Background: an optimization exercise with open tools, aiming at small area and a short achievable clock period. Do not read the settings as production practice. Only simulation tests tie the RTL to the original design; equivalence was not proved. Power figures rest on the tool's default switching activity, not on a simulated workload.

==> flow/design.v, too long to show whole: its modules and the start of the top module <==
// module RegFile: 47 lines
// module RegRead32: 12 lines
// module RegRead8: 12 lines
// module RegOr4: 3 lines
// module FwdBranch: 39 lines
// module Decoder: 143 lines
// module ALU: 77 lines
// module Carry32: 27 lines
// module mul32_csa: 5898 lines
// module IF: 27 lines
// module ID: 184 lines
// module BitReg: 6 lines
// module EXE: 97 lines
// module MEM: 109 lines
// module MIPS: 150 lines
module MIPS (
    input RESET,
    input CLK,
    output [31:0] data_address_2DM,
    output MemRead_2DM,
    output MemWrite_2DM,
    input [31:0] data_read_fDM,
    output [31:0] data_write_2DM,
    output [1:0] data_write_size_2DM,
    output [31:0] Instr_address_2IM,
    input [31:0] Instr1_fIM,
    output SYS
    );
  // ...
==> flow/flow/run.sh <==
#!/bin/bash
set -euo pipefail
cd "$(dirname "${BASH_SOURCE[0]}")/.."
export SETUP_SLACK_MARGIN=${SETUP_SLACK_MARGIN:-10}
export BUFFER_PORTS_ARGS="-buffer_cell sky130_fd_sc_hd__buf_4"
bash standard.sh > make_flow.log 2>&1
==> flow/standard.sh <==
#!/bin/bash
# synth_recipe.tcl (not shown) runs the flow's synth.tcl, then flattens the netlist and writes it again
# the make line also repeats each setting of config.mk as NAME=value (left out here)
make -C /OpenROAD-flow-scripts/flow DESIGN_CONFIG=/design/flow/config.mk WORK_HOME=/design/flow/orfs CLKGATE_MAP_FILE= SYNTH_SCRIPT=/design/flow/synth_recipe.tcl "${@:-finish}"
==> flow/config.mk <==
export PLATFORM = sky130hd
export DESIGN_NAME = MIPS
export DESIGN_NICKNAME = MIPS
export VERILOG_FILES = /design/flow/design.v
export SDC_FILE = /design/flow/constraint.sdc
export NUM_CORES = 4
export LEC_CHECK = 0
export CAP_MARGIN = 20
export CELL_PAD_IN_SITES_DETAIL_PLACEMENT = 1
export CELL_PAD_IN_SITES_GLOBAL_PLACEMENT = 2
export CORE_MARGIN = 2
export CORE_UTILIZATION = 45
export PLACE_DENSITY = 0.55
export SLEW_MARGIN = 20
export SYNTH_HIERARCHICAL = 1
==> flow/constraint.sdc <==
create_clock -name core_clock -period 15.0 [get_ports {CLK}]
set_input_delay 3.0000 -clock core_clock [delete_from_list [all_inputs] [get_ports {CLK}]]
set_output_delay 3.0000 -clock core_clock [all_outputs]
set_load 0.01 [all_outputs]
==> metrics.csv, run 1 <==
stage,metric,value,unit
run_status,status,"complete, no violations",
power_and_ir_drop,Seq pwr share,19.4,%
clock_network,Clock Sinks,1561,
worst_setup_path,Worst Path Required,15.73,ns
sta,Setup Skew,0.125,ns
drt,First-pass DRT Iterations,9,
final_layout,share of layout cells above drive strength 1,19.4,%
grt,met3 Usage GRT,10.8,%
grt,pin count of the biggest net entering global routing,94,
final_layout,final instance area,133000,um^2
sta,Worst slew margin,12.3,%
sta,final hold vios,0,
min_path,Hold WC Path Type,flop to flop,
final_layout,Max-area cell class,multi-input combinational cells,
worst_setup_path,CP endpoint,ID.req[3].r.q,
final_layout,Seq area share,32.1,%
final_layout,fraction of area in multi-input gates,50.0,%
place,pre-CTS setup slack,8.11,ns
sta,"Slew Viols, Final",0,
die,row cnt,184,
final_layout,fraction of area in non-clock buffers,7.35,%
sta,RSZ-0062 raised after global routing,yes,
power_and_ir_drop,leading power group,combinational logic,
power_and_ir_drop,P_clk,4.66,mW
clock_network,clock buffer depth,3,
grt,first-pass GRT wire length,795000,um
die,num tapcells,3348,
worst_setup_path,Crit. End Element,flop,
drt,WL/cell,40.2,um
die,chip height,506,um
drt,DR top layer,met5,
final_layout,nets,12300,
worst_setup_path,Worst Path Arrival,6.88,ns
power_and_ir_drop,PwrDens,246,nW/um^2
worst_setup_path,worst reg2reg endpoint,ID.req[3].r.q,
grt,met2 Track Usage GR,69.1,%
drt,total number of vias,99900,
==> module FwdBranch, before the edit <==
module FwdBranch(
    input [31:0] E_data,      
    input [31:0] D,           
    input [31:0] M_base,      
    input [15:0] M_sel,       
    input [3:0]  M_sgn_en,    
    input [3:0]  M_ss,        
    input [31:0] rest_s,      
    input [31:0] rest_t,
    input        selE_s, selM_s, selR_s,
    input        selE_t, selM_t, selR_t,
    input        br_eq, br_ne, br_lez, br_gtz, br_ltz, br_gez, br_always,
    output [31:0] rsval,
    output [31:0] rtval,
    output        taken
    );
    wire sgn = (M_ss[0] & D[7]) | (M_ss[1] & D[15]) | (M_ss[2] & D[23]) | (M_ss[3] & D[31]);
    reg [31:0] vs, vt;
    integer b, x;
    always @(*) begin
        for (b = 0; b < 32; b = b + 1) begin
            vs[b] = (selE_s & E_data[b]) | (selR_s & rest_s[b]) | (selM_s & M_base[b]) |
                    (selM_s & M_sgn_en[b / 8] & sgn);
            vt[b] = (selE_t & E_data[b]) | (selR_t & rest_t[b]) | (selM_t & M_base[b]) |
                    (selM_t & M_sgn_en[b / 8] & sgn);
            for (x = 0; x < 4; x = x + 1) begin
                vs[b] = vs[b] | (selM_s & M_sel[4 * (b / 8) + x] & D[8 * x + b % 8]);
                vt[b] = vt[b] | (selM_t & M_sel[4 * (b / 8) + x] & D[8 * x + b % 8]);
            end
        end
    end
    assign rsval = vs;
    assign rtval = vt;
    wire eq   = (rsval == rtval);
    wire zero = (rsval == 32'd0);
    wire neg  = rsval[31];
    assign taken = (br_eq & eq) | (br_ne & !eq) | (br_lez & (neg | zero)) |
                   (br_gtz & !neg & !zero) | (br_ltz & neg) | (br_gez & !neg) | br_always;
endmodule
==> module ALU, before the edit <==
module ALU(
    output reg [31:0] aluResult,
    output reg [31:0] HI_S_OUT, output reg [31:0] HI_C_OUT,
    output reg [31:0] LO_S_OUT, output reg [31:0] LO_C_OUT,
    output reg        LINK_OUT, output reg HCIN_OUT,
    input [31:0] HI_S, input [31:0] HI_C,
    input [31:0] LO_S, input [31:0] LO_C,
    input        LINK, input HCIN,
    input [31:0] A,
    input [31:0] B,
    input [31:0] MA,           
    input [31:0] MB,
    input [5:0] ALU_control,
    input [4:0] shiftAmount);
    wire [63:0] ps, pc;
    mul32_csa mul (.a(MA), .b(MB), .s(ps), .c(pc));
    wire [31:0] lo_sum = LO_S + LO_C;
    wire        lo_cout;
    Carry32 lo_carry (.a(LO_S), .b(LO_C), .cout(lo_cout));
    wire        hi_cin = LINK ? lo_cout : HCIN;
    wire [31:0] hi_sum0 = HI_S + HI_C;
    wire [32:0] hi_sum1x = {HI_S, 1'b1} + {HI_C, 1'b1};
    wire [31:0] hi_sum1 = hi_sum1x[32:1];
    wire [31:0] hi_value = hi_cin ? hi_sum1 : hi_sum0;
    wire        is_sub = (ALU_control == 6'b011101) || (ALU_control == 6'b011110) ||
                         (ALU_control == 6'b010101) || (ALU_control == 6'b111111);
    wire [33:0] sum34 = {1'b0, A, 1'b1} + {1'b0, B, is_sub};
    wire [31:0] sum = sum34[32:1];
    wire        c32 = sum34[33];                  
    wire        c31 = sum[31] ^ A[31] ^ B[31];    
    wire        b31 = ~B[31];                     
    wire        eq31 = &(A[30:0] ^ B[30:0]);      
    wire        slt = (A[31] == b31) ? !c31 : (A[31] ? (!c31 || eq31) : 1'b0);
    wire        sltu = !c32;
    wire [4:0]  amt = shiftAmount;
    wire        arith = (ALU_control == 6'b011001) || (ALU_control == 6'b011010);
    wire [31:0] shl = B << amt;
    wire [31:0] shr = (B >> amt) | ({32{arith & B[31]}} & ~(32'hFFFFFFFF >> amt));
    wire        sllv_big = (A[31:5] != 27'd0);    
    always @(*) begin
        aluResult = 32'b0;
        HI_S_OUT = HI_S; HI_C_OUT = HI_C;
        LO_S_OUT = LO_S; LO_C_OUT = LO_C;
        LINK_OUT = LINK; HCIN_OUT = HCIN;
        case (ALU_control)
            6'b000000,6'b000010,6'b000001,6'b000011,6'b110111,6'b110101: aluResult = sum;
            6'b111101,6'b101000,6'b100001,6'b101010,6'b101011,6'b101100,6'b101101,6'b101110,
            6'b101111,6'b110000,6'b110001,6'b110110,6'b110010,6'b110011,6'b111001: aluResult = sum;
            6'b000100: aluResult = A & B;
            6'b001000: aluResult = {B[15:0],16'b0};
            6'b001001: aluResult = hi_value;    
            6'b001010: aluResult = lo_sum;      
            6'b001011: begin                    
                HI_S_OUT = A; HI_C_OUT = 32'd0; LINK_OUT = 1'b0; HCIN_OUT = 1'b0;
            end
            6'b001100: begin                    
                LO_S_OUT = A; LO_C_OUT = 32'd0; LINK_OUT = 1'b0; HCIN_OUT = hi_cin;
            end
            6'b001101: begin                    
                HI_S_OUT = ps[63:32]; HI_C_OUT = pc[63:32];
                LO_S_OUT = ps[31:0];  LO_C_OUT = pc[31:0];
                LINK_OUT = 1'b1; HCIN_OUT = 1'b0;
            end
            6'b001111: aluResult = ~(A | B);
            6'b010000: aluResult = A | B;
            6'b010011: aluResult = shl;
            6'b010100: aluResult = sllv_big ? 32'd0 : shl;
            6'b010101: aluResult = {31'd0, slt};
            6'b111111: aluResult = {31'd0, sltu};
            6'b011001,6'b011010,6'b011011,6'b011100: aluResult = shr;
            6'b011101,6'b011110: aluResult = sum;
            6'b011111,6'b100000: aluResult = A ^ B;
            6'b110100,6'b111000: aluResult = B;
            default: aluResult = 32'b0;
        endcase
    end
endmodule
==> run 2, diff against run 1 <==
--- a/flow/design.v
+++ b/flow/design.v
@@ -106,7 +106,26 @@
     assign rsval = vs;
     assign rtval = vt;
-    wire eq   = (rsval == rtval);
-    wire zero = (rsval == 32'd0);
-    wire neg  = rsval[31];
+    wire eq, zero;
+    Eq32 cmp_eq (.a(rsval), .b(rtval), .eq(eq));
+    Zero32 cmp_zero (.a(rsval), .zero(zero));
+    BranchTaken bt (
+        .eq(eq), .zero(zero), .neg(rsval[31]),
+        .br_eq(br_eq), .br_ne(br_ne), .br_lez(br_lez), .br_gtz(br_gtz),
+        .br_ltz(br_ltz), .br_gez(br_gez), .br_always(br_always),
+        .taken(taken)
+    );
+endmodule
+module Eq32(input [31:0] a, input [31:0] b, output eq);
+    assign eq = (a == b);
+endmodule
+module Zero32(input [31:0] a, output zero);
+    assign zero = (a == 32'd0);
+endmodule
+module BranchTaken(
+    input eq, input zero, input neg,
+    input br_eq, input br_ne, input br_lez, input br_gtz,
+    input br_ltz, input br_gez, input br_always,
+    output taken
+    );
     assign taken = (br_eq & eq) | (br_ne & !eq) | (br_lez & (neg | zero)) |
                    (br_gtz & !neg & !zero) | (br_ltz & neg) | (br_gez & !neg) | br_always;
@@ -294,17 +313,18 @@
     wire [31:0] shr = (B >> amt) | ({32{arith & B[31]}} & ~(32'hFFFFFFFF >> amt));
     wire        sllv_big = (A[31:5] != 27'd0);    
+    wire [31:0] result;
+    AluResultMux rmux (
+        .ALU_control(ALU_control),
+        .sum(sum), .and_r(A & B), .lui({B[15:0], 16'b0}), .hi(hi_value), .lo(lo_sum),
+        .nor_r(~(A | B)), .or_r(A | B), .shl(shl), .sllv_big(sllv_big), .slt(slt), .sltu(sltu),
+        .shr(shr), .xor_r(A ^ B), .b(B),
+        .y(result)
+    );
     always @(*) begin
-        aluResult = 32'b0;
+        aluResult = result;
         HI_S_OUT = HI_S; HI_C_OUT = HI_C;
         LO_S_OUT = LO_S; LO_C_OUT = LO_C;
         LINK_OUT = LINK; HCIN_OUT = HCIN;
         case (ALU_control)
-            6'b000000,6'b000010,6'b000001,6'b000011,6'b110111,6'b110101: aluResult = sum;
-            6'b111101,6'b101000,6'b100001,6'b101010,6'b101011,6'b101100,6'b101101,6'b101110,
-            6'b101111,6'b110000,6'b110001,6'b110110,6'b110010,6'b110011,6'b111001: aluResult = sum;
-            6'b000100: aluResult = A & B;
-            6'b001000: aluResult = {B[15:0],16'b0};
-            6'b001001: aluResult = hi_value;    
-            6'b001010: aluResult = lo_sum;      
             6'b001011: begin                    
                 HI_S_OUT = A; HI_C_OUT = 32'd0; LINK_OUT = 1'b0; HCIN_OUT = 1'b0;
@@ -318,15 +338,35 @@
                 LINK_OUT = 1'b1; HCIN_OUT = 1'b0;
             end
-            6'b001111: aluResult = ~(A | B);
-            6'b010000: aluResult = A | B;
-            6'b010011: aluResult = shl;
-            6'b010100: aluResult = sllv_big ? 32'd0 : shl;
-            6'b010101: aluResult = {31'd0, slt};
-            6'b111111: aluResult = {31'd0, sltu};
-            6'b011001,6'b011010,6'b011011,6'b011100: aluResult = shr;
-            6'b011101,6'b011110: aluResult = sum;
-            6'b011111,6'b100000: aluResult = A ^ B;
-            6'b110100,6'b111000: aluResult = B;
-            default: aluResult = 32'b0;
+            default: ;
+        endcase
+    end
+endmodule
+module AluResultMux(
+    input [5:0]  ALU_control,
+    input [31:0] sum, input [31:0] and_r, input [31:0] lui, input [31:0] hi, input [31:0] lo,
+    input [31:0] nor_r, input [31:0] or_r, input [31:0] shl, input sllv_big,
+    input slt, input sltu, input [31:0] shr, input [31:0] xor_r, input [31:0] b,
+    output reg [31:0] y
+    );
+    always @(*) begin
+        case (ALU_control)
+            6'b000000,6'b000010,6'b000001,6'b000011,6'b110111,6'b110101: y = sum;
+            6'b111101,6'b101000,6'b100001,6'b101010,6'b101011,6'b101100,6'b101101,6'b101110,
+            6'b101111,6'b110000,6'b110001,6'b110110,6'b110010,6'b110011,6'b111001: y = sum;
+            6'b000100: y = and_r;
+            6'b001000: y = lui;
+            6'b001001: y = hi;        
+            6'b001010: y = lo;        
+            6'b001111: y = nor_r;
+            6'b010000: y = or_r;
+            6'b010011: y = shl;
+            6'b010100: y = sllv_big ? 32'd0 : shl;
+            6'b010101: y = {31'd0, slt};
+            6'b111111: y = {31'd0, sltu};
+            6'b011001,6'b011010,6'b011011,6'b011100: y = shr;
+            6'b011101,6'b011110: y = sum;
+            6'b011111,6'b100000: y = xor_r;
+            6'b110100,6'b111000: y = b;
+            default: y = 32'b0;
         endcase
     end
==> run 2 against run 1 <==
  * Cell area decreased by 0.82%
  * Global-route usage decreased by 0.53 points
  * Still clean
  * Final cell count decreased by 0.51%
  * Wire length decreased by 3.5%
  * Clock skew decreased by 0.028 ns
  * Sequential cell count unchanged
  * Worst setup slack got worse by 0.13 ns
  * Critical endpoint is now ID.req[2].r.q
  * Largest cell class unchanged
  * Clock-buffer cell count decreased by 2
  * Critical path type unchanged
  * Combinational power about the same
==> metrics.csv, run 2 <==
stage,metric,value,unit,change
run_status,status,"complete, no violations",,
sta,final setup fails,0,,
final_layout,final instance area,132000,um^2,-0.82%
clock_network,Clock Sinks,1561,,unchanged
sta,highest clock rate,0.159,GHz,
power_and_ir_drop,maximum VDD drop,0.000628,V,
grt,first-pass GRT wire length,784000,um,-1.3%
power_and_ir_drop,PwrDens,247,nW/um^2,+0.57%
clock_network,CTS tree,built,,
die,Initial Utilization,45.2,%,
drt,drc violations,0,,
sta,Worst slew margin,14.0,%,+1.7 points
grt,vias in the first global route,101000,,
grt,pin count of the biggest net entering global routing,100,,+6.4%
sta,pin slew with the least headroom to its limit,1.29,ns,
power_and_ir_drop,Clock power frac,13.9,%,
place,dpl cell area,117000,um^2,
grt,initial antenna violation count,52,,
drt,via/cell ratio,6.71,,
place,Inst Count DP,13900,,
grt,grt ovf,0,,
die,Top Ports,167,,
clock_network,Worst-Skew Late Latency,0.92,ns,
die,DIE WIDTH,504,um,
worst_setup_path,Worst Path Required,15.68,ns,-0.05 ns
drt,Antenna Nets Post-Route,0,,
yosys,syn_area_per_cell,10.5,um^2,
sta,"Slew Viols, Final",0,,unchanged
drt,final wirelength,572000,um,
clock_network,clock buffer depth,3,,unchanged
sta,RSZ-0062 raised after global routing,yes,,
drt,total number of vias,98400,,-1.5%
power_and_ir_drop,Int Pwr,16.0,mW,
power_and_ir_drop,switching share of power,50.9,%,
yosys,Syn Inst Count,10700,,
power_and_ir_drop,Seq pwr share,20.5,%,+1.1 points
worst_setup_path,Critical Path Max Stage Delay,0.38,ns,
final_layout,fin cells,14700,,
final_layout,nets,12300,,-0.073%
sta,WHS,0.318,ns,
place,# port buffers,166,,
power_and_ir_drop,Pwr Total,32.6,mW,
worst_setup_path,crit-path max FO,4,,
drt,WL/cell,39.0,um,-3.0%
clock_network,Root Driver,clkbuf_16,,
final_layout,max reg flops,992,,
clock_network,H-tree level count,4,,
worst_setup_path,critical path's slowest cell,dfrtp_1,,
drt,number of DRC markers in iteration 0,11100,,
worst_setup_path,Worst Path Arrival,6.96,ns,+0.08 ns
final_layout,Area growth syn-to-layout,17.6,%,
final_layout,largest reg by FF count,ID.RegFile.r.d,,
die,Die Area,254000,um^2,
power_and_ir_drop,Comb power frac,65.6,%,
place,Final GP Congestion,1.03,,
yosys,Mapped Area,112000,um^2,
yosys,Yosys Warn Count,16,,
worst_setup_path,nature of the critical path startpoint,flop,,
sta,final hold vios,0,,unchanged
power_and_ir_drop,Leakage Power,50.4,nW,
sta,period utilisation layout,41.8,%,
drt,First-pass DRT Iterations,10,,+1
power_and_ir_drop,Sw Pwr,16.6,mW,
clock_network,clock slew at reported path FFs,0.07,ns,
die,chip height,504,um,-0.45%
sta,Total Neg Setup Slack,0,ns,
place,detailed placement HPWL,376000,um,
sta,Setup Skew,0.0969,ns,-0.0279 ns
sta,fin crit period,6.28,ns,
final_layout,most frequent cells in the layout,"a22oi_1 (1162), edfxtp_1 (992), nand2_1 (939)",,
die,row cnt,183,,-0.54%
clock_network,CTS buffer count,171,,
min_path,Hold WC Path Type,flop to flop,,
flow_run,maxcap violations,0,,
grt,GRT Total Usage,43.3,%,
final_layout,"most common cell after layout, fill and taps aside",a22oi_1,,
worst_setup_path,Crit. End Element,flop,,
die,core area,248000,um^2,
final_layout,share of layout cells above drive strength 1,18.9,%,-0.56 points
worst_setup_path,kind of critical path,flop to flop,,
run 2: what timing repair did:
item	in CTS	in global routing
hold buffers	0	0
resized for setup	605	533
cloned	47	19
endpoints found under the setup margin	300	259
setup buffers	186	162
pin swaps	181	329
run 2: stage by stage:
step	utilization [%]	worst slack, ns
finish	53.2	8.72
global route	53.1	8.56
CTS	51.6	9.02
detailed placement	47.1	8.06
global placement	47.1	8.32
floorplan	-	9.98
run 2: path summary, 6_finish.rpt:
| path | start | slack [ns] | endpoint | cells after the start |
|---|---|---|---|---|
| worst max-delay path | EXE.LO_S[10] | 8.72 | ID.req[2].r.q | 29 |
| worst min-delay path | ID.MemWriteData1_OUT[6] | 0.32 | EXE.MemWriteData1_OUT[6] | 0 |
| worst max register to register | EXE.LO_S[10] | 8.72 | ID.req[2].r.q | 29 |
| worst min register to register | ID.MemWriteData1_OUT[6] | 0.32 | EXE.MemWriteData1_OUT[6] | 0 |
| max in group asynchronous | RESET | 10.50 | IF.Instr1_OUT[22] | 3 |
| min in group asynchronous | RESET | 2.18 | EXE.LO_C[14] | 1 |
run 2: metal layers:
metal / share of wire [%] / GRT usage, % / up-vias
li1: - / - / 39400
met1: 34 / 49.1 / 50700
met2: 47 / 70.3 / 6061
met3: 8.8 / 9.25 / 2200
met4: 10 / 36.1 / 42
met5: 0.053 / 0 / -
run 2: cell type report:
type / instances / area (um^2)
multi-input cells: 7652 / 66000
clock inverters: 98 / 1330
flip-flops and latches: 1561 / 42800
repair buffers: 851 / 9700
well taps: 3330 / 4170
diodes: 46 / 115
clock buffers: 219 / 4620
fillers: 26100 / 116000
inverters: 904 / 3390
run 2: power by group through the flow:
| stage | clock network, mW | registers, mW | logic, mW |
|---|---|---|---|
| after floorplan | 0 | 6.09 | 12.3 |
| after global placement | 0 | 6.58 | 17.4 |
| after detailed placement | 0 | 6.62 | 17.7 |
| after CTS | 4.53 | 6.60 | 19.2 |
| after global routing | 4.70 | 6.71 | 22.2 |
| final | 4.54 | 6.68 | 21.4 |
run 2: critical path: cells and delay by family (launching register included):
kind	cells	cell delay [ns]
AO/OA/AOI/OAI	12	2.07
AND/OR/NAND/NOR	7	1.34
multiplexers	4	1.00
buffers and inverters	3	0.52
XOR/XNOR	2	0.39
flip-flops	1	0.38
adder cells (fa/ha/maj)	1	0.36
==> run 3, diff against run 2 <==
--- a/flow/design.v
+++ b/flow/design.v
@@ -294,7 +294,7 @@
     Carry32 lo_carry (.a(LO_S), .b(LO_C), .cout(lo_cout));
     wire        hi_cin = LINK ? lo_cout : HCIN;
-    wire [31:0] hi_sum0 = HI_S + HI_C;
-    wire [32:0] hi_sum1x = {HI_S, 1'b1} + {HI_C, 1'b1};
-    wire [31:0] hi_sum1 = hi_sum1x[32:1];
+    wire [31:0] hi_sum0, hi_sum1;
+    Add32 hi_add0 (.a(HI_S), .b(HI_C), .cin(1'b0), .s(hi_sum0));
+    Add32 hi_add1 (.a(HI_S), .b(HI_C), .cin(1'b1), .s(hi_sum1));
     wire [31:0] hi_value = hi_cin ? hi_sum1 : hi_sum0;
     wire        is_sub = (ALU_control == 6'b011101) || (ALU_control == 6'b011110) ||
@@ -372,4 +372,8 @@
     end
 endmodule
+module Add32(input [31:0] a, input [31:0] b, input cin, output [31:0] s);
+    wire [32:0] t = {a, 1'b1} + {b, cin};
+    assign s = t[32:1];
+endmodule
 module Carry32(input [31:0] a, input [31:0] b, output cout);
     wire [31:0] g0 = a & b, p0 = a | b;
==> run 3 against run 2 <==
  * Global-route usage grew 2.5 points
  * Final cell count grew 3.0%
  * Die area grew 2.0%
  * Worst setup slack gained 0.27 ns
  * Combinational power grew about 20%
  * Total power grew 13%
  * Clock-buffer cell count shrank 3
  * Still clean
==> metrics.csv, run 3 <==
stage,metric,value,unit,change
final_layout,fill cell count,26900,,+2.7%
drt,total number of vias,103000,,+4.8%
drt,WL/cell,40.5,um,+3.8%
worst_setup_path,crit-path max FO,11,,+7
sta,Setup Skew,0.107,ns,+0.0105 ns
sta,RSZ-0062 raised after global routing,yes,,
worst_setup_path,nature of the critical path startpoint,flop,,
place,# port buffers,166,,unchanged
place,Final GP Congestion,1.07,,+3.5%
yosys,Syn Inst Count,11000,,+3.2%
grt,initial antenna violation count,87,,+67%
sta,WHS,0.305,ns,-0.0126 ns
clock_network,Worst-Skew Late Latency,0.94,ns,+0.02 ns
power_and_ir_drop,Clock power frac,12.2,%,-1.7 points
die,Initial Utilization,45.2,%,-0.064 points
drt,First-pass DRT Iterations,11,,+1
place,detailed placement HPWL,404000,um,+7.4%
clock_network,clock slew at reported path FFs,0.07,ns,about the same
die,chip height,509,um,+0.97%
sta,fin crit period,6.01,ns,-0.270 ns
drt,number of DRC markers in iteration 0,13000,,+18%
power_and_ir_drop,maximum VDD drop,0.00126,V,+100%
final_layout,nets,12700,,+3.2%
sta,"Slew Viols, Final",0,,unchanged
worst_setup_path,flop2flop setup slack,8.99,ns,+0.27 ns
final_layout,Finished Core Util,53.0,%,-0.15 points
worst_setup_path,Worst Path Arrival,6.71,ns,-0.25 ns
sta,final hold vios,0,,unchanged
die,Top Ports,167,,unchanged
power_and_ir_drop,Int Pwr,16.6,mW,+3.5%
power_and_ir_drop,PwrDens,275,nW/um^2,+11%
power_and_ir_drop,Seq pwr share,18.4,%,-2.1 points
flow_run,maxcap violations,0,,unchanged
grt,GRT Total Usage,45.8,%,+2.5 points
power_and_ir_drop,switching share of power,55.1,%,+4.2 points
drt,Antenna Nets Post-Route,0,,unchanged
sta,period utilisation layout,40.0,%,-1.8 points
clock_network,Root Driver,clkbuf_16,,
final_layout,most frequent cells in the layout,"a22oi_1 (1133), edfxtp_1 (992), nand2_1 (983)",,
worst_setup_path,Worst Path Required,15.70,ns,+0.02 ns
sta,pin slew with the least headroom to its limit,1.18,ns,-0.113 ns
final_layout,max reg flops,992,,unchanged
power_and_ir_drop,Sw Pwr,20.4,mW,+23%
yosys,Yosys Warn Count,16,,unchanged
yosys,syn_area_per_cell,10.4,um^2,-1.1%
drt,drc violations,0,,unchanged
final_layout,"most common cell after layout, fill and taps aside",a22oi_1,,
place,dpl cell area,119000,um^2,+2.0%
sta,highest clock rate,0.167,GHz,+4.5%
clock_network,Clock Sinks,1561,,unchanged
run_status,status,"complete, no violations",,
die,core area,254000,um^2,+2.1%
die,row cnt,185,,+1.1%
grt,grt ovf,0,,unchanged
sta,final setup margin,8.99,ns,+0.270 ns
final_layout,largest reg by FF count,ID.RegFile.r.d,,
drt,final wirelength,612000,um,+7.0%
drt,via/cell ratio,6.83,,+1.7%
grt,vias in the first global route,105000,,+3.6%
clock_network,CTS buffer count,176,,+2.9%
final_layout,final instance area,135000,um^2,+1.8%
clock_network,H-tree level count,4,,unchanged
grt,pin count of the biggest net entering global routing,112,,+12%
power_and_ir_drop,Leakage Power,51.2,nW,+1.6%
grt,first-pass GRT wire length,830000,um,+5.8%
power_and_ir_drop,Comb power frac,69.3,%,+3.7 points
sta,final setup fails,0,,unchanged
final_layout,Area growth syn-to-layout,17.4,%,
clock_network,clock buffer depth,3,,unchanged
die,DIE WIDTH,509,um,+0.97%
min_path,Hold WC Path Type,flop to flop,,
final_layout,share of layout cells above drive strength 1,19.3,%,+0.41 points
yosys,Mapped Area,115000,um^2,+2.0%
worst_setup_path,Crit. End Element,flop,,
sta,Worst slew margin,21.2,%,+7.2 points
clock_network,cts hold-fix bufs,0,,unchanged
sta,Total Neg Setup Slack,0,ns,unchanged
clock_network,CTS tree,built,,
die,Die Area,259000,um^2,+2.0%
worst_setup_path,kind of critical path,flop to flop,,
place,pre-CTS setup slack,7.73,ns,-0.325 ns
-- run 3: power groups by stage --
stage / clock (mW) / combinational (mW) / sequential [mW]
2_1_floorplan: 0 / 12.6 / 6.10
3_3_place_gp: 0 / 20.0 / 6.70
3_5_place_dp: 0 / 20.2 / 6.75
4_1_cts: 4.53 / 22.4 / 6.71
5_1_grt: 4.70 / 25.7 / 6.84
6_report: 4.53 / 25.6 / 6.81
-- run 3: layout make-up --
cell class                 instances  area, um^2  area share [%]
clock buffer                     216        4630            3.45
clock inverter                   116        1340           0.993
antenna                           76         190           0.141
inverter                         901        3380            2.52
timing repair buffer             893        9810            7.29
tap                             3366        4210            3.13
sequential                      1561       42800            31.8
multi-input combinational       7977       68100            50.6
-- run 3: through the flow --
step           std cells  power [mW]
2_1_floorplan      11200        18.7
3_3_place_gp       14300        26.7
3_5_place_dp       14300        27.0
4_1_cts            14900        33.6
5_1_grt            15100        37.2
6_report           15100        37.0
-- run 3: path summary, 6_finish.rpt --
check                                        start                       end  cells past startpoint
max in group asynchronous                    RESET          EXE.MemRead1_OUT                      3
min in group asynchronous                    RESET               EXE.LO_S[3]                      1
min reg2reg                ID.MemWriteData1_OUT[4]  EXE.MemWriteData1_OUT[4]                      0
min                        ID.MemWriteData1_OUT[4]  EXE.MemWriteData1_OUT[4]                      0
max reg2reg                 EXE.ALU_result1_OUT[1]             ID.req[3].r.q                     20
max                         EXE.ALU_result1_OUT[1]             ID.req[3].r.q                     20
-- run 3: critical path, stage by stage, from the launching register on --
cell	delay [ns]
dfxtp_1	0.31
buf_4	0.20
inv_1	0.30
ha_2	0.38
clkinv_2	0.20
ha_1	0.48
and4b_1	0.24
a22oi_1	0.15
a2bb2oi_1	0.18
o211ai_1	0.11
buf_4	0.20
and2_1	0.27
a222oi_1	0.44
a21o_1	0.41
nand3_2	0.43
nor4_1	0.39
nand4_1	0.29
nor2_4	0.33
nor2b_1	0.10
o32ai_2	0.23
nand3_2	0.16
-- run 3: layer usage --
layer,part of all wire [%],track usage [%]
met4,11,41.4
met3,11,12.2
met5,0.048,0
met1,34,53.5
met2,44,69.1
-- run 3: timing repair --
item	CTS	global route
cloned	52	13
pin swaps	262	299
setup endpoints to repair	295	206
gates resized for setup	694	470
setup buffers	260	111
endpoints found under the hold margin	0	0

[port drivers added, routing unchanged]
How much do the figures lean on ideal ports? The routed layouts below were timed once more, with nothing changed but the port constraints.
Step 1 assumes that a clkbuf_16 drives the clock port and a buf_2 every other input.
Step 2 moves the port delays by t, midway between the first and last clock arrival at a register: inputs arrive t later, outputs are due t later. That takes back most of the time a late clock gives input paths.
Slacks: ideal / step 1 / step 2; pairs: ideal / step 1.
run	shift t [ns]	setup WS [ns]	worst hold slack (ns)	worst setup path at the end	worst slew at a driven data input, ns
run 1	0.972	8.851 / 8.851 / 8.325	0.314 / 0.314 / 0.314	input to register	0.05
run 2	0.984	8.725 / 8.725 / 8.648	0.318 / 0.318 / 0.318	input to register	0.11
run 3	0.983	8.995 / 8.995 / 8.362	0.305 / 0.305 / 0.305	input to register	0.12
After both steps every run listed still meets setup and hold. The setup slack of run 3, which loses most, moves by 0.000 ns with the drivers and by -0.633 ns with both steps.
